Background: an optimization exercise with open tools, aiming at small area and a short achievable clock period. Do not read the settings as production practice.
Where RTL was checked, it was by simulation tests only, not by an equivalence proof against the original.

// AXIS_linear_regression_v1_0
module AXIS_linear_regression_v1_0 #
	(
		parameter M = 8,
		parameter N = 3,
		parameter integer C_S00_AXIS_TDATA_WIDTH	= 32,
		parameter integer C_M00_AXIS_TDATA_WIDTH	= 32,
		parameter integer C_M00_AXIS_START_COUNT	= 32
	)
	(
		input wire  aclk,
		input wire  aresetn,
		output wire  s00_axis_tready,
		input wire [C_S00_AXIS_TDATA_WIDTH-1 : 0] s00_axis_tdata,
		input wire  s00_axis_tlast,
		input wire  s00_axis_tvalid,
		output wire  m00_axis_tvalid,
		output wire [C_M00_AXIS_TDATA_WIDTH-1 : 0] m00_axis_tdata,
		output wire  m00_axis_tlast,
		input wire  m00_axis_tready
	);
    reg        tready_r;
    reg  [2:0] vdly, ldly;
    reg        tvalid_r, tlast_r;
    reg  [31:0] tdata_r;
    reg  [1:0] col;         
    reg  [3:0] row;         
    reg        pending;     
    reg  [1:0] w;           
    assign s00_axis_tready = tready_r;
    assign m00_axis_tvalid = tvalid_r;
    assign m00_axis_tlast  = tlast_r;
    assign m00_axis_tdata  = tdata_r;
    wire take = s00_axis_tvalid & tready_r & ~pending;
    wire xrow = ~row[3];
    wire nz = row != 4'd0;              
    wire [15:0] bus16 = s00_axis_tdata[15:0];
    wire [15:0] enc;
    wire [7:0] encn;
  ...
Size: about 3,600 cells after synthesis, about 520 flip-flops, roughly 72 I/O pins, roughly 45,000 µm² of cells after synthesis.
==> module AXIS_linear_regression_v1_0, before the edit <==
module AXIS_linear_regression_v1_0 #
	(
		parameter M = 8,
		parameter N = 3,
		parameter integer C_S00_AXIS_TDATA_WIDTH	= 32,
		parameter integer C_M00_AXIS_TDATA_WIDTH	= 32,
		parameter integer C_M00_AXIS_START_COUNT	= 32
	)
	(
		input wire  aclk,
		input wire  aresetn,
		output wire  s00_axis_tready,
		input wire [C_S00_AXIS_TDATA_WIDTH-1 : 0] s00_axis_tdata,
		input wire  s00_axis_tlast,
		input wire  s00_axis_tvalid,
		output wire  m00_axis_tvalid,
		output wire [C_M00_AXIS_TDATA_WIDTH-1 : 0] m00_axis_tdata,
		output wire  m00_axis_tlast,
		input wire  m00_axis_tready
	);
    reg        tready_r;
    reg  [2:0] vdly, ldly;
    reg        tvalid_r, tlast_r;
    reg  [31:0] tdata_r;
    reg  [1:0] col;         
    reg  [3:0] row;         
    reg        pending;     
    reg  [1:0] w;           
    assign s00_axis_tready = tready_r;
    assign m00_axis_tvalid = tvalid_r;
    assign m00_axis_tlast  = tlast_r;
    assign m00_axis_tdata  = tdata_r;
    wire take = s00_axis_tvalid & tready_r & ~pending;
    wire xrow = ~row[3];
    wire nz = row != 4'd0;              
    wire [15:0] bus16 = s00_axis_tdata[15:0];
    wire [15:0] enc;
    wire [7:0] encn;
    genvar g;
    generate for (g = 0; g < 8; g = g + 1) begin : be
        wire am1 = (g == 0) ? 1'b0 : bus16[2*g-1];
        wire a0 = bus16[2*g], a1 = bus16[2*g+1];
        assign enc[2*g]   = a0 ^ am1;
        assign enc[2*g+1] = (a1 & ~a0 & ~am1) | (~a1 & a0 & am1);
        assign encn[g]    = a1;
    end endgenerate
    reg [15:0] E0, E1, E2;
    reg [7:0] N0, N1, N2;
    wire ld0 = ~xrow | (col == 2'd0);
    wire ld1 = ~xrow | (col == 2'd1);
    wire ld2 = ~xrow | (col == 2'd2);
    wire flip = take & xrow & (col == 2'd3);
    reg [31:0] R0a, R0b, R0c;           
    reg [31:0] R1a, R1b;                
    reg [31:0] A22;
    reg [31:0] B0, B1, B2;              
    wire [31:0] busx = (col == 2'd3) ? s00_axis_tdata : {{16{s00_axis_tdata[15]}}, bus16};
    reg [31:0] Q0, Q1, Q2;
    reg sx0, sx1, sx2, sx3;             
    reg st;                             
    reg cR0, cB0, cR1, cB1, cR2, cB2;
    always @(posedge aclk) begin
        if (ld0) E0 <= enc;
        if (ld1) E1 <= enc;
        if (ld2) E2 <= enc;
        if (ld0 | flip) N0 <= ld0 ? encn : ~N0;
        if (ld1 | flip) N1 <= ld1 ? encn : ~N1;
        if (ld2 | flip) N2 <= ld2 ? encn : ~N2;
        Q0 <= xrow ? busx : R0a;
        Q1 <= xrow ? busx : (col == 2'd0) ? R0b : R1a;
        Q2 <= xrow ? busx : (col == 2'd0) ? R0c : (col == 2'd1) ? R1b : A22;
        if (!aresetn) begin
            tready_r <= 1'b0;
            vdly <= 3'b0; ldly <= 3'b0;
            tvalid_r <= 1'b0; tlast_r <= 1'b0;
            col <= 2'd0; row <= 4'd0;
            pending <= 1'b0; w <= 2'd0;
            {sx0, sx1, sx2, sx3, st} <= 5'b0;
            {cR0, cB0, cR1, cB1, cR2, cB2} <= 6'b0;
        end else begin
            tready_r <= m00_axis_tready;
            vdly <= {vdly[1:0], s00_axis_tvalid};
            ldly <= {ldly[1:0], s00_axis_tlast};
            tvalid_r <= vdly[2];
            tlast_r <= ldly[2];
            sx0 <= take & xrow & (col == 2'd0);
            sx1 <= take & xrow & (col == 2'd1);
            sx2 <= take & xrow & (col == 2'd2);
            sx3 <= take & xrow & (col == 2'd3);
            st  <= take & ~xrow & (col != 2'd3);
            cR0 <= take & xrow & nz & (col != 2'd3);
            cB0 <= take & (xrow ? nz & (col == 2'd3) : (col != 2'd3));
            cR1 <= take & xrow & nz & (col == 2'd1 || col == 2'd2);
            cB1 <= take & (xrow ? nz & (col == 2'd3) : 1'b1);
            cR2 <= take & xrow & nz & (col == 2'd2);
            cB2 <= take & (xrow ? nz & col[0] : 1'b1);
            if (take) begin
                col <= col + 2'd1;
                if (col == 2'd3) row <= row + 4'd1;
                if (~xrow && col == 2'd3) pending <= 1'b1;
            end
            if (pending & m00_axis_tready) begin
                w <= (w == 2'd2) ? 2'd0 : w + 2'd1;
                if (w == 2'd2) begin
                    pending <= 1'b0;
                    row <= 4'd0;
                    col <= 2'd0;
                end
            end
        end
    end
    wire tload = pending & m00_axis_tready;
    wire [31:0] gw = (w == 2'd0) ? B0 : (w == 2'd1) ? B1 : B2;
    always @(posedge aclk)
        tdata_r <= ({32{tload & aresetn}} & gw) | ({32{~tload & aresetn}} & tdata_r);
    wire [31:0] c0 = ({32{cR0}} & R0a) | ({32{cB0}} & B0);
    wire [31:0] r0;
    mac u0 (E0, N0, Q0, c0, r0);
    wire [31:0] c1 = ({32{cR1}} & R1a) | ({32{cB1}} & B1);
    wire [31:0] r1;
    mac u1 (E1, N1, Q1, c1, r1);
    wire [31:0] c2 = ({32{cR2}} & A22) | ({32{cB2}} & B2);
    wire [31:0] r2;
    mac u2 (E2, N2, Q2, c2, r2);
    wire wa0 = sx0 | sx1 | sx2 | (take & ~xrow & (col != 2'd3));
    wire wa1 = sx1 | sx2 | (take & ~xrow & (col == 2'd1));
    always @(posedge aclk) begin
        if (wa0) begin
            R0a <= R0b;
            R0b <= R0c;
            R0c <= r0;
        end
        if (wa1) begin
            R1a <= R1b;
            R1b <= r1;
        end
        if (sx2) A22 <= r2;
        if (sx3 | st) begin B0 <= r0; B1 <= r1; B2 <= r2; end
    end
endmodule
export LEC_CHECK = 0
export CAP_MARGIN = 20
export CORE_MARGIN = 2
export CORE_UTILIZATION = 40
export CTS_CLUSTER_DIAMETER = 50
export CTS_CLUSTER_SIZE = 24
export SLEW_MARGIN = 20
export SYNTH_HIERARCHICAL = 1
export SYNTH_MINIMUM_KEEP_SIZE = 0
create_clock -name core_clock -period 22.0 [get_ports {aclk}]
standard.sh (not shown) runs the stock make flow with config.mk's settings and CLKGATE_MAP_FILE= SYNTH_SCRIPT=/design/flow/synth_recipe.tcl, a recipe that flattens the netlist after the stock synthesis.
==> flow/flow/run.sh <==
#!/bin/bash
# The standard layout, with the port buffers made from buf_4 instead of the default cell,
# and the resizer's timing repair aiming at 16.45 ns of setup slack
set -euo pipefail
bash standard.sh finish 'BUFFER_PORTS_ARGS=-buffer_cell sky130_fd_sc_hd__buf_4' SETUP_SLACK_MARGIN=16.45 > standard.log 2>&1
Change:
--- a/flow/design.v
+++ b/flow/design.v
@@ -57,7 +57,7 @@
     reg [31:0] B0, B1, B2;              
     wire [31:0] busx = (col == 2'd3) ? s00_axis_tdata : {{16{s00_axis_tdata[15]}}, bus16};
-    reg [31:0] Q0, Q1, Q2;
+    reg [31:0] D;
     reg sx0, sx1, sx2, sx3;             
-    reg st;                             
+    reg st0, st1, st2;                  
     reg cR0, cB0, cR1, cB1, cR2, cB2;
     always @(posedge aclk) begin
@@ -68,7 +68,5 @@
         if (ld1 | flip) N1 <= ld1 ? encn : ~N1;
         if (ld2 | flip) N2 <= ld2 ? encn : ~N2;
-        Q0 <= xrow ? busx : R0a;
-        Q1 <= xrow ? busx : (col == 2'd0) ? R0b : R1a;
-        Q2 <= xrow ? busx : (col == 2'd0) ? R0c : (col == 2'd1) ? R1b : A22;
+        D <= busx;
         if (!aresetn) begin
             tready_r <= 1'b0;
@@ -77,5 +75,5 @@
             col <= 2'd0; row <= 4'd0;
             pending <= 1'b0; w <= 2'd0;
-            {sx0, sx1, sx2, sx3, st} <= 5'b0;
+            {sx0, sx1, sx2, sx3, st0, st1, st2} <= 7'b0;
             {cR0, cB0, cR1, cB1, cR2, cB2} <= 6'b0;
         end else begin
@@ -89,5 +87,7 @@
             sx2 <= take & xrow & (col == 2'd2);
             sx3 <= take & xrow & (col == 2'd3);
-            st  <= take & ~xrow & (col != 2'd3);
+            st0 <= take & ~xrow & (col == 2'd0);
+            st1 <= take & ~xrow & (col == 2'd1);
+            st2 <= take & ~xrow & (col == 2'd2);
             cR0 <= take & xrow & nz & (col != 2'd3);
             cB0 <= take & (xrow ? nz & (col == 2'd3) : (col != 2'd3));
@@ -115,4 +115,8 @@
     always @(posedge aclk)
         tdata_r <= ({32{tload & aresetn}} & gw) | ({32{~tload & aresetn}} & tdata_r);
+    wire st = st0 | st1 | st2;
+    wire [31:0] Q0 = st ? R0a : D;
+    wire [31:0] Q1 = st0 ? R0b : (st1 | st2) ? R1a : D;
+    wire [31:0] Q2 = st0 ? R0c : st1 ? R1b : st2 ? A22 : D;
     wire [31:0] c0 = ({32{cR0}} & R0a) | ({32{cB0}} & B0);
     wire [31:0] r0;
@@ -124,6 +128,6 @@
     wire [31:0] r2;
     mac u2 (E2, N2, Q2, c2, r2);
-    wire wa0 = sx0 | sx1 | sx2 | (take & ~xrow & (col != 2'd3));
-    wire wa1 = sx1 | sx2 | (take & ~xrow & (col == 2'd1));
+    wire wa0 = sx0 | sx1 | sx2 | st0 | st1;
+    wire wa1 = sx1 | sx2 | st1;
     always @(posedge aclk) begin
         if (wa0) begin
Effect: The changed run finished clean. Via count came out higher by 6.3%. Setup slack gets worse by 0.43 ns. Wire length came out higher by about 9%. Non-clock buffer count came out higher by 258. Synthesized area came out lower by 2.8%. Worst hold slack gets worse by 0.018 ns. Design area came out higher by about 12%. Cell count came out higher by 4.0%. Global-route usage came out higher by 2.9 points.
The RTL of the second run of this note was laid out without a check of its function.

## separate check: timing with driven ports
No port has a modelled driver above. Below, the same layouts with a new extraction and two added sets of constraints.
Step 1 sets driving cells, clkbuf_16 on the clock port and buf_2 on the other inputs (assumed; they add their load-dependent delay and slew).
Step 2, shift: input delay + t, output delay - t, t = (earliest + latest rising clock arrival at the registers) / 2. This alone moves slack from input paths to output paths.
Three values: no drivers, after step 1, after step 2; two values: the first two.
| run | shift t [ns] | setup WS [ns] | worst hold slack (ns) | slew at the worst register clock pin (ns) | pins driven straight from the clock port |
|---|---|---|---|---|---|
| the first run | 0.672 | 16.446 / 16.377 / 15.949 | 0.440 / 0.440 / 0.440 | 0.09 / 0.09 | 1 |
| the second run | 0.674 | 16.018 / 16.018 / 15.911 | 0.422 / 0.422 / 0.422 | 0.08 / 0.08 | 1 |
After both steps every run listed still meets setup and hold. For the first run, which loses most, drivers alone change the setup slack by -0.069 ns; drivers and shift together by -0.497 ns.
